This design comes from an exercise in tuning for small area on the open sky130 flow, not from production work.
Function was checked by simulation only, so behaviour that the tests miss may differ from the original.
In run 7 the design's own scripts or RTL, not TritonCTS, make the clock network.
The flow treats the clock pin as an ideal source. Dropping or thinning the clock tree relies on that and would not hold on a real chip.
No activity file was given, so power comes from the tool's default toggle rates.

**flow/design.v**
```verilog
`default_nettype none
module robot_eye (
  input  wire       clk,
  input  wire       rst,
  input  wire       move_en,
  input  wire       osc_reset,
  output wire       servo_a,
  output wire       servo_b,
  output wire       servo_lid_a,
  output wire       servo_lid_b,
  output wire [7:0] swing_count
);
  genvar i;
  reg  [12:0] p;
  wire pstep = (p == 13'b1000010111111);
  wire pincr = (p == 13'b0110001010011);
  always @(posedge clk)
    if (rst)        p <= 13'b1011000101001;
    else if (pstep) p <= 13'b1011000101011;
    else            p <= {p[11:0], p[0] ^ p[1] ^ p[4] ^ p[12]};
  reg men_d, men_dd, osr_d, osr_dd;
  always @(posedge clk) begin
    men_d  <= move_en;
    men_dd <= men_d;
    osr_d  <= osc_reset;
    osr_dd <= osr_d;
  end
  reg started;
  always @(posedge clk)
    if (rst)        started <= 1'b0;
    else if (pstep) started <= 1'b1;
  wire ors = ~started | osr_dd;
  reg  [7:0] va;
  reg        cda, fa;
  reg  [3:0] ca;
  wire va_hi = va[7] & va[6] & (va[5] | va[4] | va[3]);                  
  wire va_lo = ~va[7] & (~va[6] | ~va[5] |
               (~va[4] & ~va[3] & (~va[2] | (~va[1] & ~va[0]))));        
  wire turn_a = cda ? va_lo : va_hi;
  wire [7:0] oa = {{4{cda}}, ca ^ {4{cda}}};
  wire [8:0] ka;
  wire [7:0] sa;
  assign ka[0] = ~cda;
  for (i = 0; i < 8; i = i + 1) begin : g_adda
    assign sa[i]   = va[i] ^ oa[i] ^ ka[i];
    assign ka[i+1] = (va[i] & oa[i]) | (ka[i] & (va[i] ^ oa[i]));
  end
  always @(posedge clk)
    if (rst) begin
      va  <= 8'd127;
      cda <= 1'b0;
    end else if (pstep) begin
      if (ors)         va  <= 8'd127;
      else if (turn_a) cda <= ~cda;
      else             va  <= sa;
    end
  always @(posedge clk)
    if (pstep) fa <= ~ors & ~cda & va_hi;
  wire [3:0] ca_inc = {ca[3] ^ (ca[2] & ca[1] & ca[0]), ca[2] ^ (ca[1] & ca[0]),
                       ca[1] ^ ca[0], ~ca[0]};
  always @(posedge clk)
    if (rst || (&ca))    ca <= 4'd0;
    else if (pincr & fa) ca <= ca_inc;
  reg  [7:0] vb;
  reg        cdb, fb;
  reg  [2:0] cb;
  wire vb_hi = vb[7] & vb[6] & (vb[5] | vb[4] | vb[3]);                  
  wire vb_lo = ~vb[7];                                                   
  wire turn_b = cdb ? vb_lo : vb_hi;
  wire [7:0] ob = {{5{cdb}}, cb ^ {3{cdb}}};
  wire [8:0] kb;
  wire [7:0] sb;
  assign kb[0] = ~cdb;
  for (i = 0; i < 8; i = i + 1) begin : g_addb
    assign sb[i]   = vb[i] ^ ob[i] ^ kb[i];
    assign kb[i+1] = (vb[i] & ob[i]) | (kb[i] & (vb[i] ^ ob[i]));
  end
  always @(posedge clk)
    if (rst) begin
      vb  <= 8'd163;
      cdb <= 1'b0;
    end else if (pstep) begin
      if (ors)         vb  <= 8'd163;
      else if (turn_b) cdb <= ~cdb;
      else             vb  <= sb;
    end
  always @(posedge clk)
    if (pstep) fb <= ~ors & ~cdb & vb_hi;
  wire [2:0] cb_inc = {cb[2] ^ (cb[1] & cb[0]), cb[1] ^ cb[0], ~cb[0]};
  always @(posedge clk)
    if (rst || (cb[2] & cb[0])) cb <= 3'd0;
    else if (pincr & fb)        cb <= cb_inc;
  reg  [6:0] d;
  wire tic = (d == 7'b1111011);
  always @(posedge clk)
    if (rst)      d <= 7'b1111011;
    else if (tic) d <= 7'b1111001;
    else          d <= {d[5:0], d[0] ^ d[6]};
  reg  [10:0] A;
  wire [11:0] ac;
  wire [10:0] an;
  assign ac[0] = tic;
  for (i = 0; i < 11; i = i + 1) begin : g_ang
    assign an[i]   = A[i] ^ ac[i];
    assign ac[i+1] = A[i] & ac[i];
  end
  always @(posedge clk)
    if (rst) A <= 11'd2001;      
    else     A <= an;
  wire az = (&A[10:6]) & (A[5] | (A[4] & (A[3] | A[2] | A[1])));
  wire ah = ~(A[10] | A[9] | A[8]);
  function lt8(input [7:0] x, input [7:0] y);    
    integer k;
    reg c;
    begin
      c = 1'b0;
      for (k = 0; k < 8; k = k + 1)
        c = (~x[k] & y[k]) | (~x[k] & c) | (y[k] & c);
      lt8 = c;
    end
  endfunction
  assign servo_a     = az | (ah & (men_dd ? lt8(A[7:0], va) : lt8(A[7:0], 8'd127)));
  assign servo_b     = az | (ah & (men_dd ? lt8(A[7:0], vb) : lt8(A[7:0], 8'd163)));
  assign servo_lid_a = az | (ah & (men_dd ? lt8(A[7:0], 8'd175) : lt8(A[7:0], 8'd127)));
  assign servo_lid_b = az | (ah & (men_dd ? lt8(A[7:0], 8'd155) : lt8(A[7:0], 8'd127)));
  assign swing_count = {4'd0, ca};
endmodule
`default_nettype wire
```
**flow/run.sh**
```bash
#!/bin/bash
# synth_recipe.tcl (not shown) runs the flow's synth.tcl, then flattens the netlist and writes it again
# the make line also repeats each setting of config.mk as NAME=value (left out here)
make -C /OpenROAD-flow-scripts/flow DESIGN_CONFIG=/design/flow/config.mk WORK_HOME=/design/flow/orfs CLKGATE_MAP_FILE= SYNTH_SCRIPT=/design/flow/synth_recipe.tcl finish
```
**flow/config.mk**
```make
export PLATFORM = sky130hd
export DESIGN_NAME = robot_eye
export DESIGN_NICKNAME = robot_eye
export VERILOG_FILES = /design/flow/design.v
export SDC_FILE = /design/flow/constraint.sdc
export NUM_CORES = 4
export LEC_CHECK = 0
export CAP_MARGIN = 20
export CORE_MARGIN = 2
export CORE_UTILIZATION = 40
export CTS_BUF_LIST = sky130_fd_sc_hd__clkbuf_4
export CTS_CLUSTER_SIZE = 20
export SLEW_MARGIN = 20
```
**flow/constraint.sdc**
```tcl
create_clock -name core_clock -period 10.0 [get_ports {clk}]
set_input_delay 2.0000 -clock core_clock [delete_from_list [all_inputs] [get_ports {clk}]]
set_output_delay 2.0000 -clock core_clock [all_outputs]
set_load 0.01 [all_outputs]
```
==> results.py, run 1 <==
metrics = {
    "detailed_routing": {
        "via_per_inst": 5.10,
        "drc": 0,
        "wire_per_inst_um": 13.1,
        "ant_nets": 0,
        "drt_iter0_markers": 94,
        "wirelength_um": 5970,
        "drt-pass1-iter-count": 5,
        "num_vias": 2326,
    },
    "critical_path": {
        "worstPathArrival_ns": 2.72,
        "end_kind": "primary output",
        "worstSetupPathType": "reg -> out",
        "crit_slowest_cell": "dfxtp_1",
        "crit_required_ns": 8.00,
        "crit_path_max_incr_delay_ns": 0.53,
        "worstPathCellList": "nand2b_1, maj3_1, maj3_2, maj3_1, nand4_1, nand3_1, clkdlybuf4s50_1",
        "cpMostUsedCell": "maj3_1",
        "r2r_cells": 14,
        "worst_setup_path_start_kind": "flip-flop",
        "crit_fanout": 10,
    },
    "sta": {
        "holdWs_ns": 0.338,
        "max_freq_ghz": 0.212,
        "relSlewSlack_pct": 52.6,
        "setup_viol_count_final": 0,
        "period_minus_slack_ns": 4.72,
        "worst_slack_ns": 5.28,
        "finalHoldViolCount": 0,
        "fin_crit_sh_pct": 47.2,
        "fin_skew_ns": 0.0147,
        "worst_pin_slew_ns": 0.709,
        "rsz0062_at_grt": "no",
        "setup_tns_ns": 0,
        "drv_slew": 0,
    },
    "clock_network": {
        "cts_tree": "done",
        "max-clock-path-buffers": 2,
        "htree_levels": 3,
        "clk_latency_ns": 0.41,
        "cts-root-buf": "clkbuf_4",
        "path_clk_slew_ns": 0.12,
        "postCtsSetupRepairBufs": 0,
        "cts_num_sinks": 63,
        "post_cts_resized": 0,
        "numCtsBuffers": 9,
        "hold_buffers": 0,
    },
    "grt": {
        "grt_start_max_net_pins": 53,
        "grt_overflow": 0,
        "gr-usage-all-layers_pct": 15.4,
        "grt_pass1_wl_um": 10700,
        "antenna_found_initial": 0,
        "grt_pass1_vias": 2383,
    },
    "synthesis": {
        "synth_cells": 338,
        "synth.area.top_cells": "dfxtp_1 (38%), fa_1 (7.5%), ha_1 (5.1%)",
        "yosys.cell_types.count": 59,
        "ys.flop_type": "dfxtp_1",
        "synth_area_leader_cell": "dfxtp_1",
        "synth-seq-cells": 63,
        "ys_seq_area_share_pct": 40.2,
        "ys_warn_count": 1,
        "yosysTopAreaCellShare_pct": 38.3,
        "async_flop_share_pct": 0,
        "syn_area_per_cell_sq_um": 9.44,
        "synth_edf_count": 2,
        "syn-cell-area_sq_um": 3190,
    },
    "layout": {
        "final_util_pct": 45.7,
        "diodes": 0,
        "areaGrowthSynthToFinish_pct": 10.8,
        "drive_gt1_share_pct": 10.7,
        "final_area_sq_um": 3530,
        "fill_cells": 737,
        "mostFrequentLayoutCells": "dfxtp_1 (61), inv_1 (25), a21oi_1 (20)",
        "final_common_cell": "dfxtp_1",
        "final_cell_count_no_fill": 456,
        "fin_nets": 378,
    },
    "power": {
        "p_seq_share_pct": 49.9,
        "clkPwrFrac_pct": 35.4,
        "p_switching_uw": 151,
        "cellPowerDensity_nw_per_um2": 162,
        "sw_frac_of_total_pct": 26.4,
        "p_leak_nw": 1.39,
        "combPwrFrac_pct": 14.7,
        "ir_worst_vdd_v": 0.0000856,
        "internal_power_uw": 423,
        "p_total_uw": 574,
    },
    "floorplanning": {
        "initial_core_util_pct": 41.3,
        "core_area_sq_um": 7730,
        "dieHeight_um": 93.3,
        "ios": 16,
        "dieWidth_um": 93.3,
        "num_rows": 32,
        "dieArea_sq_um": 8700,
    },
    "worst_hold_path": {
        "whs_path_depth": 0,
        "min_path_type": "reg -> reg",
    },
    "placement": {
        "place_area_sq_um": 3370,
        "dp.cells": 440,
        "dp.final_hpwl_um": 4080,
        "place_congestion": 0.834,
        "portBuffers": 11,
        "dp_slack_ns": 5.74,
    },
    "run_status": {
        "status": "timing/DRC/antenna clean",
    },
    "job": {
        "cap_violations": 0,
    },
}
==> synth_stat cells (8+ instances only) <==
master	count
nor2_1	18
a21oi_1	20
o21ai_0	15
nor2b_1	9
or3_1	9
fa_1	12
dfxtp_1	61
clkbuf_1	8
or2_2	13
inv_1	25
nand2_1	17
ha_1	13
nand2b_1	9
nor3_1	8
==> sequential cells by signal, summed over array words and instances, names as in the netlist <==
| signal | flops |
|---|---|
| fa | 1 |
| men_dd | 1 |
| p | 13 |
| d | 7 |
| A | 11 |
| vb | 8 |
| started | 1 |
| cb | 3 |
| osr_dd | 1 |
| cdb | 1 |
| va | 8 |
| fb | 1 |
| cda | 1 |
| ca | 4 |
| men_d | 1 |
| osr_d | 1 |
==> routing by layer <==
metal	up-vias	part of all wire, %	track usage [%]	wire (um)
met5	-	0	0	0
met4	0	1.0	4.17	61
met3	7	4.0	4.83	237
met2	34	44	24.5	2630
met1	1097	51	20.1	3040
li1	1188	-	-	-
==> power by group through the flow <==
stage          logic, mW  registers [mW]  clock network (mW)
3_5_place_dp      0.0855           0.292                   0
5_1_grt           0.0978           0.290               0.222
4_1_cts           0.0858           0.287               0.209
6_report          0.0843           0.287               0.203
2_1_floorplan     0.0599           0.287                   0
3_3_place_gp      0.0838           0.292                   0
==> logic make-up after synthesis <==
family / after synthesis / synth area share [%]
adder cells (fa/ha/maj): 31 / 14.6
AND/OR/NAND/NOR: 120 / 22.0
XOR/XNOR: 13 / 3.57
buffers and inverters: 41 / 5.65
other: 1 / 0.118
flip-flops: 63 / 40.2
AO/OA/AOI/OAI: 66 / 13.0
multiplexers: 3 / 0.942
==> layout make-up <==
type                            instances  area (sq um)  share of cell area [%]
Clock buffer                           10          75.1                    2.12
Clock inverter                          6          92.6                    2.62
Inverter                               25          93.8                    2.65
Multi-Input combinational cell        237          1740                    49.2
Tap cell                              102           128                    3.61
Sequential cell                        63          1280                    36.2
Timing Repair Buffer                   13           125                    3.54
==> worst max-delay path: cells and delay by family (launching register included) <==
family / cells / cell delay [ns]
fa+ha+maj: 3 / 1.02
flops: 1 / 0.53
buf+inv: 1 / 0.48
simple gates: 3 / 0.27
==> worst paths after layout <==
check        slack [ns]              from                  to
max                5.28   A[4]$_SDFF_PP1_             servo_a
min                0.34     men_d$_DFF_P_      men_dd$_DFF_P_
max reg2reg        6.31  cdb$_SDFFE_PP0P_  vb[6]$_SDFFE_PP0P_
min reg2reg        0.34     men_d$_DFF_P_      men_dd$_DFF_P_
==> run 2: changes to the inputs <==
--- a/flow/config.mk
+++ b/flow/config.mk
@@ -9,5 +9,3 @@
 export CORE_MARGIN = 2
 export CORE_UTILIZATION = 40
-export CTS_BUF_LIST = sky130_fd_sc_hd__clkbuf_4
-export CTS_CLUSTER_SIZE = 20
 export SLEW_MARGIN = 20
==> run 2 against run 1 <==
Still clean. Sequential cell count did not move. Die area did not move. Final area rose by 1.3%. Hold slack got worse by 0.0076 ns. Sequential power barely moved. Clock skew fell by 0.0078 ns. Global-route usage barely moved. Final cell count did not move. Total power rose by 5.5%. Critical path type unchanged. Critical endpoint unchanged. Largest cell class unchanged. Largest power group unchanged. Highest routed layer unchanged.
==> results.py, run 2 <==
metrics = {
    "synthesis": {
        "yosysTopAreaCellShare_pct": 38.3,
        "synth_edf_count": 2,
        "async_flop_share_pct": 0,
        "syn_area_per_cell_sq_um": 9.44,
        "yosys.cell_types.count": 59,
        "synth_cells": 338,
        "ys_seq_area_share_pct": 40.2,
        "synth.most_common_cell": "dfxtp_1",
        "ys_warn_count": 1,
        "synth.cells.most_frequent": "dfxtp_1 (61), inv_1 (25), a21oi_1 (20), nor2_1 (18), nand2_1 (17)",
        "synth-seq-cells": 63,
        "synth_area_leader_cell": "dfxtp_1",
        "synth.area.top_cells": "dfxtp_1 (38%), fa_1 (7.5%), ha_1 (5.1%)",
        "ys.flop_type": "dfxtp_1",
        "syn-cell-area_sq_um": 3190,
    },
    "critical_path": {
        "r2r_cells": 14,
        "worstSetupPathType": "reg -> out",
        "worst_setup_path_start_kind": "flip-flop",
        "crit_fanout": 10,
        "crit_required_ns": 8.00,
        "end_kind": "primary output",
        "worstReg2RegStart": "cdb$_SDFFE_PP0P_",
        "worstPathArrival_ns": 2.64,
        "reg2reg_to": "vb[6]$_SDFFE_PP0P_",
        "critical_path.startpoint": "A[4]$_SDFF_PP1_",
        "rrSetupSlack_ns": 6.30,
        "endpoint": "servo_a",
    },
    "sta": {
        "worst_slack_ns": 5.36,
        "finalHoldViolCount": 0,
        "drv_slew": 0,
        "fin_crit_sh_pct": 46.4,
        "rsz0062_at_grt": "no",
        "fin_skew_ns": 0.00690,
        "period_minus_slack_ns": 4.64,
        "max_freq_ghz": 0.216,
        "worst_pin_slew_ns": 0.714,
        "relSlewSlack_pct": 52.3,
        "setup_tns_ns": 0,
        "setup_viol_count_final": 0,
    },
    "power": {
        "ir_worst_vdd_v": 0.0000968,
        "internal_power_uw": 449,
        "cellPowerDensity_nw_per_um2": 169,
        "p_switching_uw": 157,
        "combPwrFrac_pct": 14.0,
        "sw_frac_of_total_pct": 25.9,
        "p_seq_share_pct": 47.4,
        "p_leak_nw": 1.41,
        "clkPwrFrac_pct": 38.7,
    },
    "detailed_routing": {
        "drt_iter0_markers": 120,
        "wire_per_inst_um": 13.0,
        "num_vias": 2347,
        "ant_nets": 0,
        "wirelength_um": 5950,
        "drc": 0,
        "drt-pass1-iter-count": 4,
        "via_per_inst": 5.15,
    },
    "clock_network": {
        "clk_latency_ns": 0.34,
        "post_cts_resized": 0,
        "htree_levels": 3,
        "cts_tree": "done",
        "cts-root-buf": "clkbuf_8",
        "hold_buffers": 0,
        "postCtsSetupRepairBufs": 0,
        "path_clk_slew_ns": 0.07,
        "numCtsBuffers": 9,
        "max-clock-path-buffers": 2,
        "cts_num_sinks": 63,
    },
    "grt": {
        "grt_pass1_vias": 2376,
        "use_met3_pct": 4.83,
        "antenna_found_initial": 0,
        "use_met2_pct": 24.3,
        "gr-usage-met1_pct": 20.1,
        "grt_overflow": 0,
        "grt_start_max_net_pins": 53,
        "grt_pass1_wl_um": 10700,
        "gr-usage-all-layers_pct": 15.4,
        "top_usage_layer": "met2",
    },
    "placement": {
        "dp_slack_ns": 5.74,
        "place_congestion": 0.834,
        "portBuffers": 11,
        "dp.cells": 440,
        "place_area_sq_um": 3370,
        "dp.final_hpwl_um": 4080,
    },
    "floorplanning": {
        "ios": 16,
        "dieWidth_um": 93.3,
        "initial_core_util_pct": 41.3,
        "dieHeight_um": 93.3,
        "core_area_sq_um": 7730,
        "dieArea_sq_um": 8700,
        "num_rows": 32,
    },
    "layout": {
        "final_common_cell": "dfxtp_1",
        "final_area_sq_um": 3580,
        "final_cell_count_no_fill": 456,
        "largest_reg_flops": 13,
        "areaGrowthSynthToFinish_pct": 12.3,
        "drive_gt1_share_pct": 10.5,
        "largest-register": "p",
        "top_regs": "p: 13 flops, A: 11 flops",
        "mostFrequentLayoutCells": "dfxtp_1 (61), inv_1 (25), a21oi_1 (20)",
        "fin_nets": 378,
        "diodes": 0,
    },
    "run_status": {
        "status": "timing/DRC/antenna clean",
    },
    "worst_hold_path": {
        "min_path_type": "reg -> reg",
    },
    "job": {
        "cap_violations": 0,
    },
}
## run 2: cell count changes in the layout (fill, tap and decap cells not counted), sizes merged
cell    before  now
bufinv       2    1
clkbuf      10   11
## run 2: cell families (layout without fill, tap and decap cells)
family | Yosys count | in the layout | share of synthesized area (%)
compound gates | 66 | 66 | 13.0
xor+xnor | 13 | 13 | 3.57
fa+ha+maj | 31 | 31 | 14.6
buf+inv | 41 | 54 | 5.65
flops | 63 | 63 | 40.2
mux | 3 | 3 | 0.942
other cells | 1 | 4 | 0.118
simple gates | 120 | 120 | 22.0
## run 2: metrics by stage
stage | power (mW) | hold slack, ns | util, %
3_5_place_dp | 0.378 | 0.314 | 43.6
5_1_grt | 0.641 | 0.341 | 46.4
3_3_place_gp | 0.375 | 0.315 | 43.6
6_report | 0.606 | 0.330 | 46.4
4_1_cts | 0.615 | 0.336 | 46.4
2_1_floorplan | 0.347 | 0.310 | -
## run 2: final cells by class
class	instances	area [sq um]
fill	744	4150
clock buffer	11	153
timing repair buffer	13	125
clock inverter	5	62.6
inverter	25	93.8
tap	102	128
multi-input combinational	237	1740
sequential	63	1280
## run 2: power groups by stage
stage | sequential [mW] | clock [mW] | combinational (mW)
after CTS | 0.287 | 0.242 | 0.0858
after global routing | 0.289 | 0.254 | 0.0978
after detailed placement | 0.292 | 0 | 0.0855
after global placement | 0.292 | 0 | 0.0838
final | 0.287 | 0.234 | 0.0847
after floorplan | 0.287 | 0 | 0.0599
## run 2: worst min path at each step
stage	start	depth (start not counted)	to	slack (ns)
floorplan	men_d$_DFF_P_	0	men_dd$_DFF_P_	0.31
global placement	men_d$_DFF_P_	0	men_dd$_DFF_P_	0.32
detailed placement	men_d$_DFF_P_	0	men_dd$_DFF_P_	0.31
CTS	men_d$_DFF_P_	0	men_dd$_DFF_P_	0.34
global route	men_d$_DFF_P_	0	men_dd$_DFF_P_	0.34
finish	men_d$_DFF_P_	0	men_dd$_DFF_P_	0.33
## run 2: layer usage
metal	wire (um)	vias to the layer above
li1	-	1191
met2	2650	42
met1	3000	1109
met3	239	5
met5	0	-
met4	62	0
## run 2: worst max-delay path: stages, from the launching register on
cell and delay (ns):
dfxtp_1 0.51, nand2b_1 0.10, maj3_1 0.36, maj3_2 0.31
maj3_1 0.35, nand4_1 0.10, nand3_1 0.08, clkdlybuf4s50_1 0.48
==> run 3: changes to the inputs <==
--- a/flow/config.mk
+++ b/flow/config.mk
@@ -9,3 +9,6 @@
 export CORE_MARGIN = 2
 export CORE_UTILIZATION = 40
+export CTS_BUF_LIST = sky130_fd_sc_hd__clkbuf_16
+export CTS_CLUSTER_DIAMETER = 200
+export CTS_CLUSTER_SIZE = 64
 export SLEW_MARGIN = 20
==> run 3 against run 2 <==
Routed wire length up 1.6%. Register-to-register slack about the same. Combinational power is essentially flat. Clock skew down 0.0027 ns. Clock power up 39%. Hold slack worse by 0.0044 ns. Sequential power hardly changed. Critical path type unchanged. Total power rose by 15%. Final cell count unchanged. Die area unchanged. Sequential share of layout area shrank 0.98 points. Via count is 1.0% lower. Still clean.
==> results.py, run 3 <==
metrics = {
    "sta": {
        "worst_pin_slew_ns": 0.719,
        "drv_slew": 0,
        "finalHoldViolCount": 0,
        "period_minus_slack_ns": 4.63,
        "relSlewSlack_pct": 52.0,
        "setup_viol_count_final": 0,
        "fin_crit_sh_pct": 46.3,
        "fin_skew_ns": 0.00424,
        "rsz0062_at_grt": "no",
        "worst_slack_ns": 5.37,
        "setup_tns_ns": 0,
        "max_freq_ghz": 0.216,
    },
    "synthesis": {
        "synth-seq-cells": 63,
        "synthMuxAreaShare_pct": 0.942,
        "ys.flop_type": "dfxtp_1",
        "synth_area_leader_cell": "dfxtp_1",
        "yosys.cell_types.count": 59,
        "syn_area_per_cell_sq_um": 9.44,
        "synth.area.top_cells": "dfxtp_1 (38%), fa_1 (7.5%), ha_1 (5.1%)",
        "synth_cells": 338,
        "synth_simple_gate_area_share_pct": 22.0,
        "synth_edf_count": 2,
        "synthAdderAreaFrac_pct": 14.6,
        "synth.most_common_cell": "dfxtp_1",
        "ys_seq_area_share_pct": 40.2,
        "synth_top_family_by_area": "simple AND/OR/NAND/NOR gates",
        "synth_compound_area_share_pct": 13.0,
        "syn-cell-area_sq_um": 3190,
        "ys_warn_count": 1,
        "yosys.area_share.xor_xnor_pct": 3.57,
        "async_flop_share_pct": 0,
        "synth.cells.most_frequent": "dfxtp_1 (61), inv_1 (25), a21oi_1 (20), nor2_1 (18), nand2_1 (17)",
        "yosysTopAreaCellShare_pct": 38.3,
    },
    "critical_path": {
        "worstSetupPathType": "reg -> out",
        "critical_path.startpoint": "A[4]$_SDFF_PP1_",
        "r2r_cells": 14,
        "end_kind": "primary output",
        "endpoint": "servo_a",
        "reg2reg_to": "vb[6]$_SDFFE_PP0P_",
        "worst_setup_path_start_kind": "flip-flop",
        "crit_fanout": 10,
        "crit_required_ns": 8.00,
        "rrSetupSlack_ns": 6.31,
        "worstReg2RegStart": "cdb$_SDFFE_PP0P_",
        "worstPathArrival_ns": 2.63,
    },
    "layout": {
        "drive_gt1_share_pct": 10.5,
        "final_area_sq_um": 3680,
        "fin_nets": 378,
        "diodes": 0,
        "fill_cells": 729,
        "seqCellArea_sq_um": 1280,
        "top_regs": "p: 13 flops, A: 11 flops",
        "largest-register": "p",
        "largest_reg_flops": 13,
        "mostFrequentLayoutCells": "dfxtp_1 (61), inv_1 (26), a21oi_1 (20)",
        "areaGrowthSynthToFinish_pct": 15.5,
        "final_common_cell": "dfxtp_1",
        "multi_input_area_sq_um": 1740,
    },
    "floorplanning": {
        "core_area_sq_um": 7730,
        "dieArea_sq_um": 8700,
        "ios": 16,
        "dieHeight_um": 93.3,
        "dieWidth_um": 93.3,
        "num_rows": 32,
        "initial_core_util_pct": 41.3,
    },
    "grt": {
        "grt_overflow": 0,
        "gr-usage-all-layers_pct": 15.5,
        "grt_start_max_net_pins": 53,
        "antenna_found_initial": 0,
        "grt_pass1_wl_um": 10700,
        "grt_pass1_vias": 2365,
    },
    "placement": {
        "place_area_sq_um": 3370,
        "portBuffers": 11,
        "place_congestion": 0.834,
        "dp.final_hpwl_um": 4080,
        "dp_slack_ns": 5.74,
    },
    "clock_network": {
        "post_cts_resized": 0,
        "postCtsSetupRepairBufs": 0,
        "cts_tree": "done",
        "cts-root-buf": "clkbuf_16",
        "hold_buffers": 0,
        "path_clk_slew_ns": 0.06,
        "cts_num_sinks": 63,
        "htree_levels": 3,
        "clk_latency_ns": 0.33,
        "max-clock-path-buffers": 2,
        "numCtsBuffers": 9,
    },
    "power": {
        "p_leak_nw": 1.46,
        "p_total_uw": 697,
        "cellPowerDensity_nw_per_um2": 189,
        "ir_worst_vdd_v": 0.000132,
    },
    "job": {
        "cap_violations": 0,
    },
    "detailed_routing": {
        "drc": 0,
        "wire_per_inst_um": 13.2,
        "drt_iter0_markers": 106,
        "num_vias": 2323,
        "ant_nets": 0,
        "drt-pass1-iter-count": 4,
        "via_per_inst": 5.09,
        "wirelength_um": 6040,
    },
    "worst_hold_path": {
        "min_path_type": "reg -> reg",
        "whs_path_depth": 0,
    },
    "run_status": {
        "status": "timing/DRC/antenna clean",
    },
}
[run 3: cell counts after synthesis]
Identical to the previous run, type by type.
[run 3: report_power, final]
group / leakage [nW] / internal, mW / switching, mW / total [mW]
registers: 0.521 / 0.272 / 0.0155 / 0.287
clock network: 0.160 / 0.209 / 0.116 / 0.325
logic: 0.777 / 0.0455 / 0.0392 / 0.0847
total: 1.46 / 0.526 / 0.171 / 0.697
[run 3: how the worst min path moves through the flow]
| stage | startpoint | slack (ns) | to |
|---|---|---|---|
| 2_1_floorplan | men_d$_DFF_P_ | 0.31 | men_dd$_DFF_P_ |
| 3_3_place_gp | men_d$_DFF_P_ | 0.32 | men_dd$_DFF_P_ |
| 3_5_place_dp | men_d$_DFF_P_ | 0.31 | men_dd$_DFF_P_ |
| 4_1_cts | men_d$_DFF_P_ | 0.33 | men_dd$_DFF_P_ |
| 5_1_grt | men_d$_DFF_P_ | 0.34 | men_dd$_DFF_P_ |
| 6_report | men_d$_DFF_P_ | 0.33 | men_dd$_DFF_P_ |
[run 3: logic make-up after synthesis]
group | after synthesis
multiplexers | 3
AND/OR/NAND/NOR | 120
XOR/XNOR | 13
buffers and inverters | 41
adder cells (fa/ha/maj) | 31
flip-flops | 63
AO/OA/AOI/OAI | 66
other | 1
[run 3: cell type report]
cell class                 instances  area share [%]
timing repair buffer              13            3.40
multi-input combinational        237            47.2
clock inverter                     6            1.80
clock buffer                      10            6.79
tap                              102            3.46
sequential                        63            34.8
inverter                          25            2.55
[run 3: metrics by stage]
stage	cells	utilization [%]	hold slack (ns)
after floorplan	341	-	0.310
after global placement	440	43.6	0.315
after detailed placement	440	43.6	0.314
after CTS	456	47.7	0.333
after global routing	456	47.7	0.340
final	456	47.7	0.326
[run 3: worst max-delay path, stage by stage, from the launching register on]
cell and delay, ns:
dfxtp_1 0.51, nand2b_1 0.10, maj3_1 0.36, maj3_2 0.31
maj3_1 0.35, nand4_1 0.10, nand3_1 0.08, clkdlybuf4s50_1 0.48
[run 3: layer usage]
metal / global-route usage, % / vias up / routed length [um]
met2: 24.3 / 32 / 2630
met4: 6.00 / 0 / 94
met1: 20.1 / 1090 / 3080
li1: - / 1192 / -
met3: 4.83 / 9 / 242
met5: 0 / - / 0
==> run 4: changes to the inputs <==
==> flow/flow/run.sh (new file) <==
#!/bin/bash
# Own layout flow: the standard synthesis, then an area-oriented re-mapping
# of the combinational logic (registers untouched), then the standard
# layout with smaller port buffers and a clock tree without dummy loads.
set -euo pipefail
W=$(pwd)
R=$W/orfs/results/$FLOW_PLATFORM/robot_eye/base
LIB=$FLOW_HOME/platforms/$FLOW_PLATFORM/lib/sky130_fd_sc_hd__tt_025C_1v80.lib

bash standard.sh synth > $W/log_1_synth.txt 2>&1
cp $R/1_2_yosys.v $W/synth_standard.v

python3 flow/mkmodels.py $LIB $W/comb_models.v > $W/log_2_models.txt 2>&1
RESYN_LIB=$LIB RESYN_IN=$W/synth_standard.v RESYN_OUT=$W/synth_resyn.v \
RESYN_SCRIPT=$W/flow/area.script \
  yosys -c flow/resyn.tcl > $W/log_3_resyn.txt 2>&1
cp $W/synth_resyn.v $R/1_2_yosys.v
rm -f $R/1_synth.odb $R/1_synth.sdc

bash standard.sh \
  "BUFFER_PORTS_ARGS=-buffer_cell sky130_fd_sc_hd__buf_1" \
  "CTS_ARGS=-sink_clustering_enable -repair_clock_nets -dont_use_dummy_load" \
  finish > $W/log_4_layout.txt 2>&1
==> flow/flow/area.script (new file) <==
strash
&get -n
&deepsyn -T 20
&put
dch -f
amap
topo
==> flow/flow/dont_use.txt (new file) <==
sky130_fd_sc_hd__buf_12
sky130_fd_sc_hd__buf_16
sky130_fd_sc_hd__buf_2
sky130_fd_sc_hd__buf_4
sky130_fd_sc_hd__buf_6
sky130_fd_sc_hd__buf_8
sky130_fd_sc_hd__bufbuf_16
sky130_fd_sc_hd__bufbuf_8
sky130_fd_sc_hd__bufinv_16
sky130_fd_sc_hd__bufinv_8
sky130_fd_sc_hd__clkbuf_1
sky130_fd_sc_hd__clkbuf_16
sky130_fd_sc_hd__clkbuf_2
sky130_fd_sc_hd__clkbuf_4
sky130_fd_sc_hd__clkbuf_8
sky130_fd_sc_hd__clkdlybuf4s15_1
sky130_fd_sc_hd__clkdlybuf4s15_2
sky130_fd_sc_hd__clkdlybuf4s18_1
sky130_fd_sc_hd__clkdlybuf4s18_2
sky130_fd_sc_hd__clkdlybuf4s25_1
sky130_fd_sc_hd__clkdlybuf4s25_2
sky130_fd_sc_hd__clkdlybuf4s50_1
sky130_fd_sc_hd__clkdlybuf4s50_2
sky130_fd_sc_hd__clkinv_1
sky130_fd_sc_hd__clkinv_16
sky130_fd_sc_hd__clkinv_2
sky130_fd_sc_hd__clkinv_4
sky130_fd_sc_hd__clkinv_8
sky130_fd_sc_hd__clkinvlp_2
sky130_fd_sc_hd__clkinvlp_4
sky130_fd_sc_hd__conb_1
sky130_fd_sc_hd__decap_12
sky130_fd_sc_hd__decap_3
sky130_fd_sc_hd__decap_4
sky130_fd_sc_hd__decap_6
sky130_fd_sc_hd__decap_8
sky130_fd_sc_hd__diode_2
sky130_fd_sc_hd__dlygate4sd1_1
sky130_fd_sc_hd__dlygate4sd2_1
sky130_fd_sc_hd__dlygate4sd3_1
sky130_fd_sc_hd__dlymetal6s2s_1
sky130_fd_sc_hd__dlymetal6s4s_1
sky130_fd_sc_hd__dlymetal6s6s_1
sky130_fd_sc_hd__ebufn_1
sky130_fd_sc_hd__ebufn_2
sky130_fd_sc_hd__ebufn_4
sky130_fd_sc_hd__ebufn_8
sky130_fd_sc_hd__einvn_0
sky130_fd_sc_hd__einvn_1
sky130_fd_sc_hd__einvn_2
sky130_fd_sc_hd__einvn_4
sky130_fd_sc_hd__einvn_8
sky130_fd_sc_hd__einvp_1
sky130_fd_sc_hd__einvp_2
sky130_fd_sc_hd__einvp_4
sky130_fd_sc_hd__einvp_8
sky130_fd_sc_hd__lpflow_bleeder_1
sky130_fd_sc_hd__lpflow_clkbufkapwr_1
sky130_fd_sc_hd__lpflow_clkbufkapwr_16
sky130_fd_sc_hd__lpflow_clkbufkapwr_2
sky130_fd_sc_hd__lpflow_clkbufkapwr_4
sky130_fd_sc_hd__lpflow_clkbufkapwr_8
sky130_fd_sc_hd__lpflow_clkinvkapwr_1
sky130_fd_sc_hd__lpflow_clkinvkapwr_16
sky130_fd_sc_hd__lpflow_clkinvkapwr_2
sky130_fd_sc_hd__lpflow_clkinvkapwr_4
sky130_fd_sc_hd__lpflow_clkinvkapwr_8
sky130_fd_sc_hd__lpflow_decapkapwr_12
sky130_fd_sc_hd__lpflow_decapkapwr_3
sky130_fd_sc_hd__lpflow_decapkapwr_4
sky130_fd_sc_hd__lpflow_decapkapwr_6
sky130_fd_sc_hd__lpflow_decapkapwr_8
sky130_fd_sc_hd__lpflow_inputiso0n_1
sky130_fd_sc_hd__lpflow_inputiso0p_1
sky130_fd_sc_hd__lpflow_inputiso1n_1
sky130_fd_sc_hd__lpflow_inputiso1p_1
sky130_fd_sc_hd__lpflow_inputisolatch_1
sky130_fd_sc_hd__lpflow_isobufsrc_1
sky130_fd_sc_hd__lpflow_isobufsrc_16
sky130_fd_sc_hd__lpflow_isobufsrc_2
sky130_fd_sc_hd__lpflow_isobufsrc_4
sky130_fd_sc_hd__lpflow_isobufsrc_8
sky130_fd_sc_hd__lpflow_isobufsrckapwr_16
sky130_fd_sc_hd__lpflow_lsbuf_lh_hl_isowell_tap_1
sky130_fd_sc_hd__lpflow_lsbuf_lh_hl_isowell_tap_2
sky130_fd_sc_hd__lpflow_lsbuf_lh_hl_isowell_tap_4
sky130_fd_sc_hd__lpflow_lsbuf_lh_isowell_4
sky130_fd_sc_hd__lpflow_lsbuf_lh_isowell_tap_1
sky130_fd_sc_hd__lpflow_lsbuf_lh_isowell_tap_2
sky130_fd_sc_hd__lpflow_lsbuf_lh_isowell_tap_4
sky130_fd_sc_hd__macro_sparecell
sky130_fd_sc_hd__probe_p_8
sky130_fd_sc_hd__probec_p_8
==> flow/flow/mkmodels.py (new file) <==
import re,sys
lib=open(sys.argv[1]).read()
out=[]
for m in re.finditer(r'\n\s*cell \("(sky130_fd_sc_hd__\w+)"\) \{', lib):
    name=m.group(1); start=m.end()
    # find next cell start
    nxt=lib.find('\n    cell (', start)
    body=lib[start: nxt if nxt>0 else len(lib)]
    if re.search(r'\b(ff|latch|statetable)\s*\(', body): continue
    pins=[]
    for pm in re.finditer(r'\n\s*pin \("(\w+)"\) \{(.*?)\n\s{8}\}', body, re.S):
        pn, pb = pm.group(1), pm.group(2)
        d=re.search(r'direction : "(\w+)"', pb)
        f=re.search(r'function : "([^"]*)"', pb)
        pins.append((pn, d.group(1) if d else None, f.group(1) if f else None))
    outs=[p for p in pins if p[1]=='output']
    if not outs or any(o[2] is None for o in outs): continue
    ins=[p[0] for p in pins if p[1]=='input']
    if any(p[1] not in ('input','output') for p in pins): continue
    decl=', '.join(['input '+i for i in ins]+['output '+o[0] for o in outs])
    lines=['module %s(%s);'%(name,decl)]
    for o in outs:
        f=o[2].replace('!','~')
        f=re.sub(r'\)\s*\(', ')&(', f)
        f=re.sub(r'(\w)\s+(?=[\w(~])', r'\1&', f)
        lines.append('  assign %s = %s;'%(o[0],f))
    lines.append('endmodule')
    out.append('\n'.join(lines))
open(sys.argv[2],'w').write('\n'.join(out)+'\n')
print(len(out))
==> flow/flow/resyn.tcl (new file) <==
# Re-map the combinational logic of the standard synthesis with an
# area-oriented ABC script. Registers (instances, names, cell types) are kept.
yosys -import
set lib $::env(RESYN_LIB)
set du {}
foreach c [split [string trim [read [open flow/dont_use.txt]]] "\n"] { lappend du -dont_use $c }
read_liberty -lib $lib
read_verilog -overwrite comb_models.v
read_verilog $::env(RESYN_IN)
hierarchy -top $::env(FLOW_TOP)
flatten
opt_clean
read_liberty -lib -overwrite $lib
techmap
opt -fast
tee -o resyn_before.txt stat -liberty $lib
abc -liberty $lib {*}$du -script $::env(RESYN_SCRIPT)
opt_clean -purge
setundef -zero
hilomap -singleton -hicell sky130_fd_sc_hd__conb_1 HI -locell sky130_fd_sc_hd__conb_1 LO
insbuf -buf sky130_fd_sc_hd__buf_4 A X
splitnets
opt_clean -purge
tee -o resyn_after.txt stat -liberty $lib
check -assert -mapped
write_verilog -noattr -nohex -nodec $::env(RESYN_OUT)
==> flow/standard.sh (new file) <==
#!/bin/bash
# synth_recipe.tcl (not shown) runs the flow's synth.tcl, then flattens the netlist and writes it again
# the make line also repeats each setting of config.mk as NAME=value (left out here)
make -C /OpenROAD-flow-scripts/flow DESIGN_CONFIG=/design/flow/config.mk WORK_HOME=/design/flow/orfs CLKGATE_MAP_FILE= SYNTH_SCRIPT=/design/flow/synth_recipe.tcl "${@:-finish}"
--- a/flow/config.mk
+++ b/flow/config.mk
@@ -9,6 +9,3 @@
 export CORE_MARGIN = 2
 export CORE_UTILIZATION = 40
-export CTS_BUF_LIST = sky130_fd_sc_hd__clkbuf_16
-export CTS_CLUSTER_DIAMETER = 200
-export CTS_CLUSTER_SIZE = 64
 export SLEW_MARGIN = 20
removed: flow/run.sh
==> run 4 against run 3 <==
Still clean. Setup slack gained 0.42 ns. Via count is 3.1% higher. Clock-buffer cell count down 1. Critical path type unchanged. Critical endpoint is now servo_b. Largest power group is now sequential cells.
==> results.py, run 4 <==
metrics = {
    "job": {
        "cap_violations": 0,
    },
    "floorplanning": {
        "ios": 16,
        "initial_core_util_pct": 41.2,
        "dieHeight_um": 87.4,
        "core_area_sq_um": 6760,
        "dieArea_sq_um": 7640,
        "num_rows": 30,
        "dieWidth_um": 87.4,
    },
    "power": {
        "p_total_uw": 510,
        "cellPowerDensity_nw_per_um2": 169,
        "p_leak_nw": 1.22,
        "ir_worst_vdd_v": 0.0000933,
    },
    "sta": {
        "relSlewSlack_pct": 50.9,
        "max_freq_ghz": 0.237,
        "drv_slew": 0,
        "fin_skew_ns": 0.0148,
        "worst_pin_slew_ns": 0.730,
        "fin_crit_sh_pct": 42.2,
        "rsz0062_at_grt": "no",
        "setup_tns_ns": 0,
        "finalHoldViolCount": 0,
        "setup_viol_count_final": 0,
        "period_minus_slack_ns": 4.22,
        "worst_slack_ns": 5.78,
    },
    "grt": {
        "grt_start_max_net_pins": 26,
        "antenna_found_initial": 0,
        "grt_overflow": 0,
        "top_usage_layer": "met2",
        "grt_pass1_wl_um": 10400,
        "use_met2_pct": 26.0,
        "grt_pass1_vias": 2259,
        "gr-usage-met1_pct": 23.6,
        "gr-usage-all-layers_pct": 17.5,
        "use_met3_pct": 5.50,
    },
    "synthesis": {
        "syn_area_per_cell_sq_um": 7.91,
        "synth_cells": 352,
        "ys_warn_count": 1,
        "syn-cell-area_sq_um": 2780,
    },
    "clock_network": {
        "cts_num_sinks": 63,
        "cts-root-buf": "clkbuf_8",
        "clk_latency_ns": 0.34,
        "postCtsSetupRepairBufs": 0,
        "numCtsBuffers": 9,
        "cts_tree": "done",
        "hold_buffers": 0,
        "max-clock-path-buffers": 2,
        "path_clk_slew_ns": 0.06,
        "htree_levels": 3,
        "post_cts_resized": 0,
    },
    "worst_hold_path": {
        "min_path_type": "reg -> reg",
    },
    "layout": {
        "largest-register": "p",
        "diodes": 0,
        "areaGrowthSynthToFinish_pct": 8.04,
        "final_common_cell": "dfxtp_1",
        "fin_nets": 374,
        "largest_reg_flops": 13,
        "final_area_sq_um": 3010,
        "drive_gt1_share_pct": 2.72,
        "top_regs": "p: 13 flops, A: 11 flops",
        "mostFrequentLayoutCells": "dfxtp_1 (61), nor2_1 (60), inv_1 (52)",
    },
    "critical_path": {
        "end_kind": "primary output",
        "worstPathArrival_ns": 2.22,
        "crit_required_ns": 8.00,
        "worstSetupPathType": "reg -> out",
        "crit_fanout": 6,
        "worst_setup_path_start_kind": "flip-flop",
    },
    "detailed_routing": {
        "ant_nets": 0,
        "drt-pass1-iter-count": 4,
        "drt_iter0_markers": 234,
        "num_vias": 2395,
        "via_per_inst": 5.35,
        "drc": 0,
        "wirelength_um": 5920,
        "wire_per_inst_um": 13.2,
    },
    "placement": {
        "place_congestion": 0.845,
        "dp_slack_ns": 5.91,
        "portBuffers": 11,
        "place_area_sq_um": 2880,
        "dp.final_hpwl_um": 4320,
    },
    "run_status": {
        "status": "timing/DRC/antenna clean",
    },
}
## run 4: changes by cell type in the layout (fill, tap and decap cells not counted), moves of 9 or more
cell             change
o21ai_0             +15
inv_1               +26
nor2_1              +42
a21oi_1             -11
clkdlybuf4s50_1     -11
fa_1                -12
ha_1                -13
buf_1               +11
clkbuf_8             +9
or2_2               -13
clkbuf_16           -10
## run 4: metal layers
metal	routed length [um]	part of all wire, %
met5	0	0
met4	116	2.0
met3	315	5.3
met2	2530	43
met1	2960	50
## run 4: final timing paths
check                  endpoint  slack, ns            start  cells past startpoint
max                     servo_b       5.78  A[1]$_SDFF_PP0_                     11
min              osr_dd$_DFF_P_       0.33    osr_d$_DFF_P_                      0
max reg2reg  va[6]$_SDFFE_PP1P_       6.12  p[4]$_SDFF_PP0_                     15
min reg2reg      osr_dd$_DFF_P_       0.33    osr_d$_DFF_P_                      0
## run 4: power by group
| part | internal (mW) | leakage, nW | total [mW] | switching [mW] |
|---|---|---|---|---|
| registers | 0.269 | 0.514 | 0.280 | 0.0110 |
| clock network | 0.0799 | 0.0647 | 0.164 | 0.0841 |
| logic | 0.0253 | 0.641 | 0.0660 | 0.0407 |
| total | 0.374 | 1.22 | 0.510 | 0.136 |
## run 4: through the flow
step | util [%] | hold slack (ns) | std cells
after floorplan | - | 0.310 | 355
after detailed placement | 42.7 | 0.313 | 439
after CTS | 44.5 | 0.328 | 448
after global placement | 42.7 | 0.311 | 439
after global routing | 44.5 | 0.338 | 448
final | 44.5 | 0.327 | 448
## run 4: critical path, cell delays in order, from the launching register on
cell and delay, ns:
dfxtp_1 0.34, inv_1 0.11, nor2_1 0.10, o32ai_1 0.08, a222oi_1 0.29, o22ai_1 0.13, o21ai_0 0.08, o21ai_0 0.10
a222oi_1 0.24, o32a_1 0.20, o21ai_0 0.07, buf_1 0.15
## run 4: layout make-up
| class | instances | area, sq um |
|---|---|---|
| clock buffers | 9 | 124 |
| multi-input cells | 232 | 1260 |
| fillers | 682 | 3750 |
| flip-flops and latches | 63 | 1280 |
| well taps | 80 | 100 |
| repair buffers | 12 | 48.8 |
| inverters | 52 | 195 |
==> run 5: changes to the inputs <==
--- a/flow/flow/run.sh
+++ b/flow/flow/run.sh
@@ -18,6 +18,8 @@
 rm -f $R/1_synth.odb $R/1_synth.sdc
 
+CTS="-sink_clustering_enable -repair_clock_nets -dont_use_dummy_load"
+if [[ -f flow/cts_args ]]; then CTS=$(cat flow/cts_args); fi
 bash standard.sh \
   "BUFFER_PORTS_ARGS=-buffer_cell sky130_fd_sc_hd__buf_1" \
-  "CTS_ARGS=-sink_clustering_enable -repair_clock_nets -dont_use_dummy_load" \
+  "CTS_ARGS=$CTS" \
   finish > $W/log_4_layout.txt 2>&1
==> flow/flow/cts_args (new file) <==
-repair_clock_nets -dont_use_dummy_load -buf_list sky130_fd_sc_hd__clkbuf_16
==> run 5 against run 4 <==
Largest power group unchanged. Critical endpoint unchanged. Die area is the same. Clock skew is 0.0040 ns lower. Clock power grew 53%.
==> results.py, run 5 <==
metrics = {
    "critical_path": {
        "reg2reg_to": "va[6]$_SDFFE_PP1P_",
        "crit_required_ns": 8.00,
        "worstReg2RegStart": "p[4]$_SDFF_PP0_",
        "worstPathCellList": "inv_1, nor2_1, o32ai_1, a222oi_1, o22ai_1, o21ai_0, o21ai_0, a222oi_1, o32a_1, o21ai_0, buf_1",
        "r2r_cells": 15,
        "crit_path_max_incr_delay_ns": 0.34,
        "crit_fanout": 6,
        "end_kind": "primary output",
        "rrSetupSlack_ns": 6.14,
        "worst_setup_path_start_kind": "flip-flop",
        "cpMostUsedCell": "o21ai_0",
        "worstSetupPathType": "reg -> out",
        "worstPathArrival_ns": 2.20,
        "crit_slowest_cell": "dfxtp_1",
    },
    "worst_hold_path": {
        "min_path_type": "reg -> reg",
        "whs_path_depth": 0,
        "min_from": "men_d$_DFF_P_",
        "hold_end": "men_dd$_DFF_P_",
    },
    "layout": {
        "diodes": 0,
        "final_util_pct": 46.0,
        "final_area_sq_um": 3110,
        "drive_gt1_share_pct": 2.72,
        "top_regs": "p: 13 flops, A: 11 flops",
        "final_common_cell": "dfxtp_1",
        "mostFrequentLayoutCells": "dfxtp_1 (61), nor2_1 (60), inv_1 (52)",
        "largest-register": "p",
        "final_cell_count_no_fill": 448,
        "largest_reg_flops": 13,
        "fin_nets": 374,
        "areaGrowthSynthToFinish_pct": 11.7,
    },
    "grt": {
        "grt_pass1_wl_um": 10400,
        "gr-usage-all-layers_pct": 17.5,
        "grt_pass1_vias": 2254,
        "antenna_found_initial": 0,
        "top_usage_layer": "met2",
        "grt_overflow": 0,
        "grt_start_max_net_pins": 26,
        "use_met2_pct": 26.0,
        "gr-usage-met1_pct": 23.7,
        "use_met3_pct": 5.40,
    },
    "clock_network": {
        "hold_buffers": 0,
        "post_cts_resized": 0,
        "max-clock-path-buffers": 2,
        "numCtsBuffers": 9,
        "cts_tree": "done",
        "postCtsSetupRepairBufs": 0,
        "cts_num_sinks": 63,
        "clk_latency_ns": 0.32,
        "cts-root-buf": "clkbuf_16",
        "path_clk_slew_ns": 0.05,
        "htree_levels": 3,
    },
    "synthesis": {
        "ys_warn_count": 1,
        "syn_area_per_cell_sq_um": 7.91,
        "synth_cells": 352,
        "syn-cell-area_sq_um": 2780,
    },
    "sta": {
        "rsz0062_at_grt": "no",
        "relSlewSlack_pct": 50.4,
        "setup_viol_count_final": 0,
        "drv_slew": 0,
        "period_minus_slack_ns": 4.20,
        "finalHoldViolCount": 0,
        "worst_slack_ns": 5.80,
        "fin_crit_sh_pct": 42.0,
        "worst_pin_slew_ns": 0.737,
        "holdWs_ns": 0.326,
        "fin_skew_ns": 0.0109,
        "setup_tns_ns": 0,
        "max_freq_ghz": 0.238,
    },
    "power": {
        "p_switching_uw": 146,
        "ir_worst_vdd_v": 0.000111,
        "internal_power_uw": 451,
        "combPwrFrac_pct": 11.0,
        "p_seq_share_pct": 46.9,
        "sw_frac_of_total_pct": 24.5,
        "clkPwrFrac_pct": 42.1,
        "p_leak_nw": 1.27,
        "p_total_uw": 598,
        "cellPowerDensity_nw_per_um2": 192,
    },
    "placement": {
        "portBuffers": 11,
        "dp.final_hpwl_um": 4320,
        "dp.cells": 439,
        "place_area_sq_um": 2880,
        "dp_slack_ns": 5.91,
        "place_congestion": 0.845,
    },
    "detailed_routing": {
        "wirelength_um": 5890,
        "wire_per_inst_um": 13.1,
        "drt-pass1-iter-count": 4,
        "ant_nets": 0,
        "drc": 0,
        "drt_iter0_markers": 154,
        "via_per_inst": 5.31,
        "num_vias": 2378,
    },
    "floorplanning": {
        "dieHeight_um": 87.4,
        "dieArea_sq_um": 7640,
        "core_area_sq_um": 6760,
        "num_rows": 30,
        "dieWidth_um": 87.4,
        "ios": 16,
        "initial_core_util_pct": 41.2,
    },
    "run_status": {
        "status": "timing/DRC/antenna clean",
    },
    "job": {
        "cap_violations": 0,
    },
}
## run 5: power groups by stage
stage,clock network (mW),registers [mW],logic (mW)
floorplan,0,0.282,0.0495
global placement,0,0.285,0.0661
detailed placement,0,0.285,0.0670
CTS,0.258,0.280,0.0674
global route,0.268,0.282,0.0775
finish,0.251,0.280,0.0659
## run 5: area by class of cell
class	count	area [sq um]
clock buffer	9	225
inverter	52	195
tap	80	100
timing repair buffer	12	48.8
sequential	63	1280
fill	669	3650
multi-input combinational	232	1260
## run 5: critical path, delay by kind of cell, from the launching register on
| kind | cells | cell delay [ns] |
|---|---|---|
| flip-flops | 1 | 0.34 |
| buffers and inverters | 2 | 0.26 |
| AO/OA/AOI/OAI | 8 | 1.19 |
| AND/OR/NAND/NOR | 1 | 0.10 |
## run 5: metal layers
layer  vias to the layer above  part of all wire, %
met5                         -                    0
met4                         0                  1.7
met3                         9                  4.7
met2                        53                   42
met1                      1063                   51
li1                       1253                    -
## run 5: worst max path at each step
stage / slack, ns / end / cells past startpoint / start
floorplan: 6.39 / va[6]$_SDFFE_PP1P_ / 10 / rst
global placement: 5.97 / va[6]$_SDFFE_PP1P_ / 12 / rst
CTS: 5.80 / servo_b / 11 / A[1]$_SDFF_PP0_
finish: 5.80 / servo_b / 11 / A[1]$_SDFF_PP0_
global route: 5.64 / servo_b / 11 / A[1]$_SDFF_PP0_
detailed placement: 5.91 / va[6]$_SDFFE_PP1P_ / 12 / rst
==> run 6: changes to the inputs <==
==> flow/flow/cts_args (replaced) <==
-sink_clustering_enable -sink_clustering_size 64 -sink_clustering_max_diameter 300 -repair_clock_nets -dont_use_dummy_load -buf_list sky130_fd_sc_hd__clkbuf_8
==> run 6 against run 5 <==
Final cell count unchanged. Die area unchanged. First-iteration DRC count up 52%. Clock power down 35%. Critical path depth unchanged. Clock skew up 0.0040 ns. Via count up 0.71%. Non-clock buffer count unchanged. Routed wire length up 0.54%. Sequential cell count unchanged. Area after synthesis unchanged. Hold slack better by 0.0010 ns. Largest cell class unchanged.
==> results.py, run 6 <==
metrics = {
    "sta": {
        "max_freq_ghz": 0.237,
        "holdWs_ns": 0.327,
        "finalHoldViolCount": 0,
        "setup_tns_ns": 0,
        "drv_slew": 0,
        "period_minus_slack_ns": 4.22,
        "setup_viol_count_final": 0,
        "fin_skew_ns": 0.0148,
        "fin_crit_sh_pct": 42.2,
        "worst_pin_slew_ns": 0.730,
        "rsz0062_at_grt": "no",
        "relSlewSlack_pct": 50.9,
    },
    "layout": {
        "fill_cells": 682,
        "final_area_sq_um": 3010,
        "final_common_cell": "dfxtp_1",
        "diodes": 0,
        "final_cell_count_no_fill": 448,
        "top_regs": "p: 13 flops, A: 11 flops",
        "largest-register": "p",
        "drive_gt1_share_pct": 2.72,
        "fin_nets": 374,
        "mostFrequentLayoutCells": "dfxtp_1 (61), nor2_1 (60), inv_1 (52)",
        "areaGrowthSynthToFinish_pct": 8.04,
        "largest_reg_flops": 13,
    },
    "critical_path": {
        "crit_fanout": 6,
        "end_kind": "primary output",
        "worstSetupPathType": "reg -> out",
        "crit_slowest_cell": "dfxtp_1",
        "rrSetupSlack_ns": 6.12,
        "worstPathArrival_ns": 2.22,
        "crit_required_ns": 8.00,
        "r2r_cells": 15,
        "worstPathCellList": "inv_1, nor2_1, o32ai_1, a222oi_1, o22ai_1, o21ai_0, o21ai_0, a222oi_1, o32a_1, o21ai_0, buf_1",
        "path_delay_family": "compound AO/OA/AOI/OAI gates",
        "worstReg2RegStart": "p[4]$_SDFF_PP0_",
        "worst_setup_path_start_kind": "flip-flop",
        "critPathBufInv": 2,
        "cpMostUsedCell": "o21ai_0",
        "reg2reg_to": "va[6]$_SDFFE_PP1P_",
        "crit_path_max_incr_delay_ns": 0.34,
    },
    "detailed_routing": {
        "drc": 0,
        "drt_iter0_markers": 234,
        "wirelength_um": 5920,
        "via_per_inst": 5.35,
        "wire_per_inst_um": 13.2,
        "num_vias": 2395,
        "drt-pass1-iter-count": 4,
        "ant_nets": 0,
    },
    "placement": {
        "dp.final_hpwl_um": 4320,
        "portBuffers": 11,
        "place_area_sq_um": 2880,
        "dp.cells": 439,
        "place_congestion": 0.845,
    },
    "clock_network": {
        "path_clk_slew_ns": 0.06,
        "cts_num_sinks": 63,
        "postCtsSetupRepairBufs": 0,
        "max-clock-path-buffers": 2,
        "hold_buffers": 0,
        "htree_levels": 3,
        "post_cts_resized": 0,
        "clk_latency_ns": 0.34,
        "cts_tree": "done",
        "cts-root-buf": "clkbuf_8",
        "numCtsBuffers": 9,
    },
    "worst_hold_path": {
        "min_path_type": "reg -> reg",
        "hold_end": "osr_dd$_DFF_P_",
        "min_from": "osr_d$_DFF_P_",
        "whs_path_depth": 0,
    },
    "power": {
        "p_leak_nw": 1.22,
        "cellPowerDensity_nw_per_um2": 169,
        "p_total_uw": 510,
        "ir_worst_vdd_v": 0.0000933,
    },
    "grt": {
        "gr-usage-all-layers_pct": 17.5,
        "grt_overflow": 0,
        "antenna_found_initial": 0,
        "grt_pass1_vias": 2259,
        "grt_pass1_wl_um": 10400,
        "grt_start_max_net_pins": 26,
    },
    "floorplanning": {
        "num_rows": 30,
        "dieHeight_um": 87.4,
        "dieWidth_um": 87.4,
        "initial_core_util_pct": 41.2,
        "ios": 16,
        "core_area_sq_um": 6760,
        "dieArea_sq_um": 7640,
    },
    "run_status": {
        "status": "timing/DRC/antenna clean",
    },
    "job": {
        "cap_violations": 0,
    },
    "synthesis": {
        "ys_warn_count": 1,
        "syn_area_per_cell_sq_um": 7.91,
        "synth_cells": 352,
        "syn-cell-area_sq_um": 2780,
    },
}
==> run 6: worst max path at each step <==
stage                    startpoint                 end  slack, ns  cells past startpoint
global route        A[1]$_SDFF_PP0_             servo_b       5.62                     11
floorplan                       rst  va[6]$_SDFFE_PP1P_       6.39                     10
finish              A[1]$_SDFF_PP0_             servo_b       5.78                     11
global placement                rst  va[6]$_SDFFE_PP1P_       5.97                     12
CTS                 A[1]$_SDFF_PP0_             servo_b       5.78                     11
detailed placement              rst  va[6]$_SDFFE_PP1P_       5.91                     12
==> run 6: area by class of cell <==
| class | count | area, sq um | area share, % |
|---|---|---|---|
| inverter | 52 | 195 | 6.49 |
| tap | 80 | 100 | 3.33 |
| sequential | 63 | 1280 | 42.6 |
| multi-input combinational | 232 | 1260 | 41.8 |
| clock buffer | 9 | 124 | 4.12 |
| timing repair buffer | 12 | 48.8 | 1.62 |
==> run 6: power by group <==
group / switching (mW) / internal (mW)
combinational: 0.0407 / 0.0253
clock: 0.0841 / 0.0799
sequential: 0.0110 / 0.269
total: 0.136 / 0.374
==> run 6: through the flow <==
stage	setup WS (ns)	utilization, %
3_5_place_dp	5.91	42.7
2_1_floorplan	6.39	-
3_3_place_gp	5.97	42.7
6_report	5.78	44.5
4_1_cts	5.78	44.5
5_1_grt	5.62	44.5
==> run 6: layer usage <==
| metal | wire, um | track usage [%] | vias to the layer above |
|---|---|---|---|
| li1 | - | - | 1252 |
| met1 | 2960 | 23.6 | 1068 |
| met2 | 2530 | 26.0 | 63 |
| met3 | 315 | 5.50 | 12 |
| met4 | 116 | 6.99 | 0 |
| met5 | 0 | 0 | - |
==> run 7: changes to the inputs <==
--- a/flow/flow/run.sh
+++ b/flow/flow/run.sh
@@ -18,8 +18,15 @@
 rm -f $R/1_synth.odb $R/1_synth.sdc
 
-CTS="-sink_clustering_enable -repair_clock_nets -dont_use_dummy_load"
-if [[ -f flow/cts_args ]]; then CTS=$(cat flow/cts_args); fi
+bash standard.sh "BUFFER_PORTS_ARGS=-buffer_cell sky130_fd_sc_hd__buf_1" place > $W/log_4_place.txt 2>&1
+
+CBUF=${CBUF:-sky130_fd_sc_hd__clkbuf_8}; NCL=${NCL:-4}
+if [[ -f flow/clk_cfg ]]; then read CBUF NCL < flow/clk_cfg; fi
+CBUF=$CBUF NCL=$NCL CTS_RESULTS=$R CTS_FLOWDIR=$W/flow \
+  openroad -no_init -exit flow/my_cts.tcl > $W/log_5_cts.txt 2>&1
+cp $R/4_1_cts.odb $R/4_cts.odb
+cp $R/3_place.sdc $R/4_cts.sdc
+echo 'set_propagated_clock [get_clocks {core_clock}]' >> $R/4_cts.sdc
+
 bash standard.sh \
   "BUFFER_PORTS_ARGS=-buffer_cell sky130_fd_sc_hd__buf_1" \
-  "CTS_ARGS=$CTS" \
-  finish > $W/log_4_layout.txt 2>&1
+  finish > $W/log_6_layout.txt 2>&1
==> flow/flow/clkbuf.tcl (new file) <==
set db [ord::get_db]
set block [ord::get_db_block]
set clknet [$block findNet clk]
set master [$db findMaster $::env(CBUF)]
set K $::env(NCL)
set its {}; set xs {}; set ys {}
foreach it [$clknet getITerms] {
  lappend its $it
  set bb [[$it getInst] getBBox]
  lappend xs [expr {([$bb xMin] + [$bb xMax]) / 2}]
  lappend ys [expr {([$bb yMin] + [$bb yMax]) / 2}]
}
set n [llength $its]
# k-means, init: spread by sorted x then y
set order [lsort -integer -indices $xs]
set cx {}; set cy {}
for {set k 0} {$k < $K} {incr k} {
  set i [lindex $order [expr {int(($k + 0.5) * $n / $K)}]]
  lappend cx [lindex $xs $i]; lappend cy [lindex $ys $i]
}
for {set iter 0} {$iter < 50} {incr iter} {
  set asg {}
  for {set i 0} {$i < $n} {incr i} {
    set best -1; set bd 1e30
    for {set k 0} {$k < $K} {incr k} {
      set dx [expr {[lindex $xs $i] - [lindex $cx $k]}]; set dy [expr {[lindex $ys $i] - [lindex $cy $k]}]
      set d [expr {abs($dx) + abs($dy)}]
      if {$d < $bd} { set bd $d; set best $k }
    }
    lappend asg $best
  }
  set ncx {}; set ncy {}
  for {set k 0} {$k < $K} {incr k} {
    set sx 0; set sy 0; set c 0
    for {set i 0} {$i < $n} {incr i} { if {[lindex $asg $i] == $k} { set sx [expr {$sx + [lindex $xs $i]}]; set sy [expr {$sy + [lindex $ys $i]}]; incr c } }
    if {$c > 0} { lappend ncx [expr {$sx / $c}]; lappend ncy [expr {$sy / $c}] } else { lappend ncx [lindex $cx $k]; lappend ncy [lindex $cy $k] }
  }
  set cx $ncx; set cy $ncy
}
for {set k 0} {$k < $K} {incr k} {
  set inst [odb::dbInst_create $block $master clkbuf_leaf_$k]
  set net [odb::dbNet_create $block clknet_leaf_$k]
  $net setSigType CLOCK
  for {set i 0} {$i < $n} {incr i} { if {[lindex $asg $i] == $k} { set it [lindex $its $i]; $it disconnect; $it connect $net } }
  [$inst findITerm A] connect $clknet
  [$inst findITerm X] connect $net
  $inst setLocation [lindex $cx $k] [lindex $cy $k]
  $inst setPlacementStatus PLACED
}
==> flow/flow/my_cts.tcl (new file) <==
# Clock buffering in place of ORFS's CTS step: the flip-flops are split into
# NCL clusters by position, each driven by one clock buffer fed from clk.
set P $::env(FLOW_HOME)/platforms/$::env(FLOW_PLATFORM)
set R $::env(CTS_RESULTS)
read_lef $P/lef/sky130_fd_sc_hd.tlef
read_lef $P/lef/sky130_fd_sc_hd_merged.lef
read_liberty $P/lib/sky130_fd_sc_hd__tt_025C_1v80.lib
read_db $R/3_place.odb
read_sdc $R/3_place.sdc
source $P/setRC.tcl
source $::env(CTS_FLOWDIR)/clkbuf.tcl
detailed_placement
check_placement -verbose
set_propagated_clock [all_clocks]
estimate_parasitics -placement
report_clock_skew
report_worst_slack -min
report_worst_slack -max
set worst 0
foreach pin [get_pins -hierarchical */CLK] {
  set s [get_property $pin slew_max]
  if {$s > $worst} { set worst $s }
}
puts "worst flip-flop clock slew (placement estimate): $worst"
write_db $R/4_1_cts.odb
removed: flow/flow/cts_args
==> run 7 against run 6 <==
Sequential power is essentially flat. Setup slack better by 0.18 ns. Global-route usage shrank 1.4 points. Hold slack improved by 0.0083 ns. Final cell count shrank 1.1%. Clock skew fell by 0.0038 ns. Core utilization down 1.0 points. Area after synthesis did not move. Sequential cell count did not move. Sequential share of layout area is 1.0 points higher. Die area is the same. Largest power group unchanged. Highest routed layer unchanged.
==> results.py, run 7 <==
metrics = {
    "run_status": {
        "status": "timing/DRC/antenna clean",
    },
    "layout": {
        "diodes": 0,
        "final_area_sq_um": 2940,
        "final_common_cell": "dfxtp_1",
        "mostFrequentLayoutCells": "dfxtp_1 (61), nor2_1 (60), inv_1 (52)",
        "top_regs": "p: 13 flops, A: 11 flops",
        "areaGrowthSynthToFinish_pct": 5.57,
        "seqCellArea_sq_um": 1280,
        "multi_input_area_sq_um": 1260,
        "largest-register": "p",
        "drive_gt1_share_pct": 1.38,
        "fill_cells": 688,
        "fin_nets": 369,
        "largest_reg_flops": 13,
        "final_cell_count_no_fill": 443,
    },
    "sta": {
        "fin_skew_ns": 0.0110,
        "drv_slew": 0,
        "relSlewSlack_pct": 51.4,
        "worst_pin_slew_ns": 0.723,
        "rsz0062_at_grt": "no",
        "period_minus_slack_ns": 4.04,
        "fin_crit_sh_pct": 40.4,
        "holdWs_ns": 0.335,
        "setup_tns_ns": 0,
        "finalHoldViolCount": 0,
        "max_freq_ghz": 0.247,
        "setup_viol_count_final": 0,
    },
    "detailed_routing": {
        "drc": 0,
        "wirelength_um": 5790,
        "met1Wirelength_um": 2960,
        "num_vias": 2363,
        "drt_iter0_markers": 182,
        "drt-pass1-iter-count": 4,
        "wire_per_inst_um": 13.1,
        "dr.max_layer_used": "met4",
        "dr_wl_met2_um": 2470,
        "wl_met3_um": 262,
        "via_per_inst": 5.33,
        "ant_nets": 0,
    },
    "floorplanning": {
        "ios": 16,
        "dieHeight_um": 87.4,
        "initial_core_util_pct": 41.2,
        "dieArea_sq_um": 7640,
        "core_area_sq_um": 6760,
        "dieWidth_um": 87.4,
        "num_rows": 30,
    },
    "placement": {
        "dp.cells": 439,
        "place_congestion": 0.845,
        "dp.final_hpwl_um": 4320,
        "portBuffers": 11,
        "place_area_sq_um": 2880,
    },
    "power": {
        "p_leak_nw": 1.18,
        "ir_worst_vdd_v": 0.000107,
        "p_seq_share_pct": 62.6,
        "sw_frac_of_total_pct": 25.8,
        "internal_power_uw": 331,
        "p_total_uw": 446,
        "clkPwrFrac_pct": 22.6,
        "cellPowerDensity_nw_per_um2": 152,
        "p_switching_uw": 115,
        "combPwrFrac_pct": 14.8,
    },
    "synthesis": {
        "synth_cells": 352,
        "ys_warn_count": 1,
        "syn-cell-area_sq_um": 2780,
        "syn_area_per_cell_sq_um": 7.91,
    },
    "grt": {
        "grt_pass1_vias": 2203,
        "antenna_found_initial": 0,
        "grt_start_max_net_pins": 26,
        "grt_pass1_wl_um": 10300,
        "grt_overflow": 0,
        "gr-usage-all-layers_pct": 16.1,
    },
    "clock_network": {
        "path_clk_slew_ns": 0.09,
        "clk_latency_ns": 0.16,
    },
    "critical_path": {
        "worst_setup_path_start_kind": "flip-flop",
        "crit_fanout": 6,
        "end_kind": "primary output",
        "worstPathArrival_ns": 2.04,
        "crit_required_ns": 8.00,
        "worstSetupPathType": "reg -> out",
    },
    "job": {
        "cap_violations": 0,
    },
    "worst_hold_path": {
        "min_path_type": "reg -> reg",
    },
}
## run 7: area by class of cell
cell class / instances / share of cell area, %
timing repair buffer: 12 / 1.66
sequential: 63 / 43.6
multi-input combinational: 232 / 42.8
tap: 80 / 3.41
buffer: 4 / 1.87
inverter: 52 / 6.64
## run 7: critical path: stages (launching register included)
cell	delay, ns
dfxtp_1	0.36
inv_1	0.11
nor2_1	0.10
o32ai_1	0.08
a222oi_1	0.28
o22ai_1	0.13
o21ai_0	0.08
o21ai_0	0.10
a222oi_1	0.23
o32a_1	0.20
o21ai_0	0.07
buf_1	0.15
## run 7: worst paths after layout
path | startpoint | to | slack (ns) | cells after the start
min reg2reg | osr_d$_DFF_P_ | osr_dd$_DFF_P_ | 0.34 | 0
max reg2reg | p[4]$_SDFF_PP0_ | va[6]$_SDFFE_PP1P_ | 6.15 | 15
max | A[1]$_SDFF_PP0_ | servo_b | 5.96 | 11
min | osr_d$_DFF_P_ | osr_dd$_DFF_P_ | 0.34 | 0
## run 7: through the flow
stage	setup slack, ns	utilization, %
after floorplan	6.39	-
final	5.96	43.5
after global placement	5.97	42.7
after detailed placement	5.91	42.7
after global routing	5.68	43.5
## run 7: power groups by stage
stage,Sequential (mW),Clock (mW),Combinational [mW]
2_1_floorplan,0.282,0,0.0495
3_5_place_dp,0.285,0,0.0670
6_report,0.279,0.101,0.0660
5_1_grt,0.282,0.115,0.0775
3_3_place_gp,0.285,0,0.0661
## run 7: layer usage
metal  track usage (%)  up-vias
met2              26.3       52
li1                  -     1245
met3              1.52        9
met4              2.10        0
met1              23.6     1057
met5                 0        -

[afterwards: timing with drivers on the ports]
No port has a modelled driver above. Below, the same layouts with a new extraction and two added sets of constraints. Step 1 assumes that a clkbuf_16 drives the clock port and a buf_2 every other input. Step 2, shift: input delay + t, output delay - t, t = (earliest + latest rising clock arrival at the registers) / 2. This alone moves slack from input paths to output paths. Three values: ideal ports, drivers, drivers and shift; two values: the first two.
| run | shift t [ns] | slack for setup (ns) | hold slack, ns | worst register clock-pin slew, ns | worst data-port slew with drivers (ns) |
|---|---|---|---|---|---|
| run 1 | 0.429 | 5.280 / 5.251 / 5.681 | 0.338 / 0.338 / 0.338 | 0.12 / 0.12 | 0.03 |
| run 2 | 0.366 | 5.363 / 5.332 / 5.699 | 0.330 / 0.330 / 0.330 | 0.07 / 0.07 | 0.03 |
| run 3 | 0.363 | 5.365 / 5.330 / 5.693 | 0.326 / 0.326 / 0.326 | 0.06 / 0.06 | 0.03 |
| run 4 | 0.361 | 5.782 / 5.754 / 5.846 | 0.327 / 0.327 / 0.327 | 0.07 / 0.07 | 0.03 |
| run 5 | 0.352 | 5.803 / 5.770 / 5.856 | 0.326 / 0.326 / 0.326 | 0.05 / 0.05 | 0.03 |
| run 6 | 0.361 | 5.782 / 5.754 / 5.846 | 0.327 / 0.327 / 0.327 | 0.07 / 0.07 | 0.03 |
| run 7 | 0.211 | 5.959 / 5.901 / 5.877 | 0.335 / 0.335 / 0.335 | 0.10 / 0.10 | 0.03 |
After both steps every run listed still meets setup and hold. For run 7, which loses most, drivers alone change the setup slack by -0.058 ns; drivers and shift together by -0.082 ns.
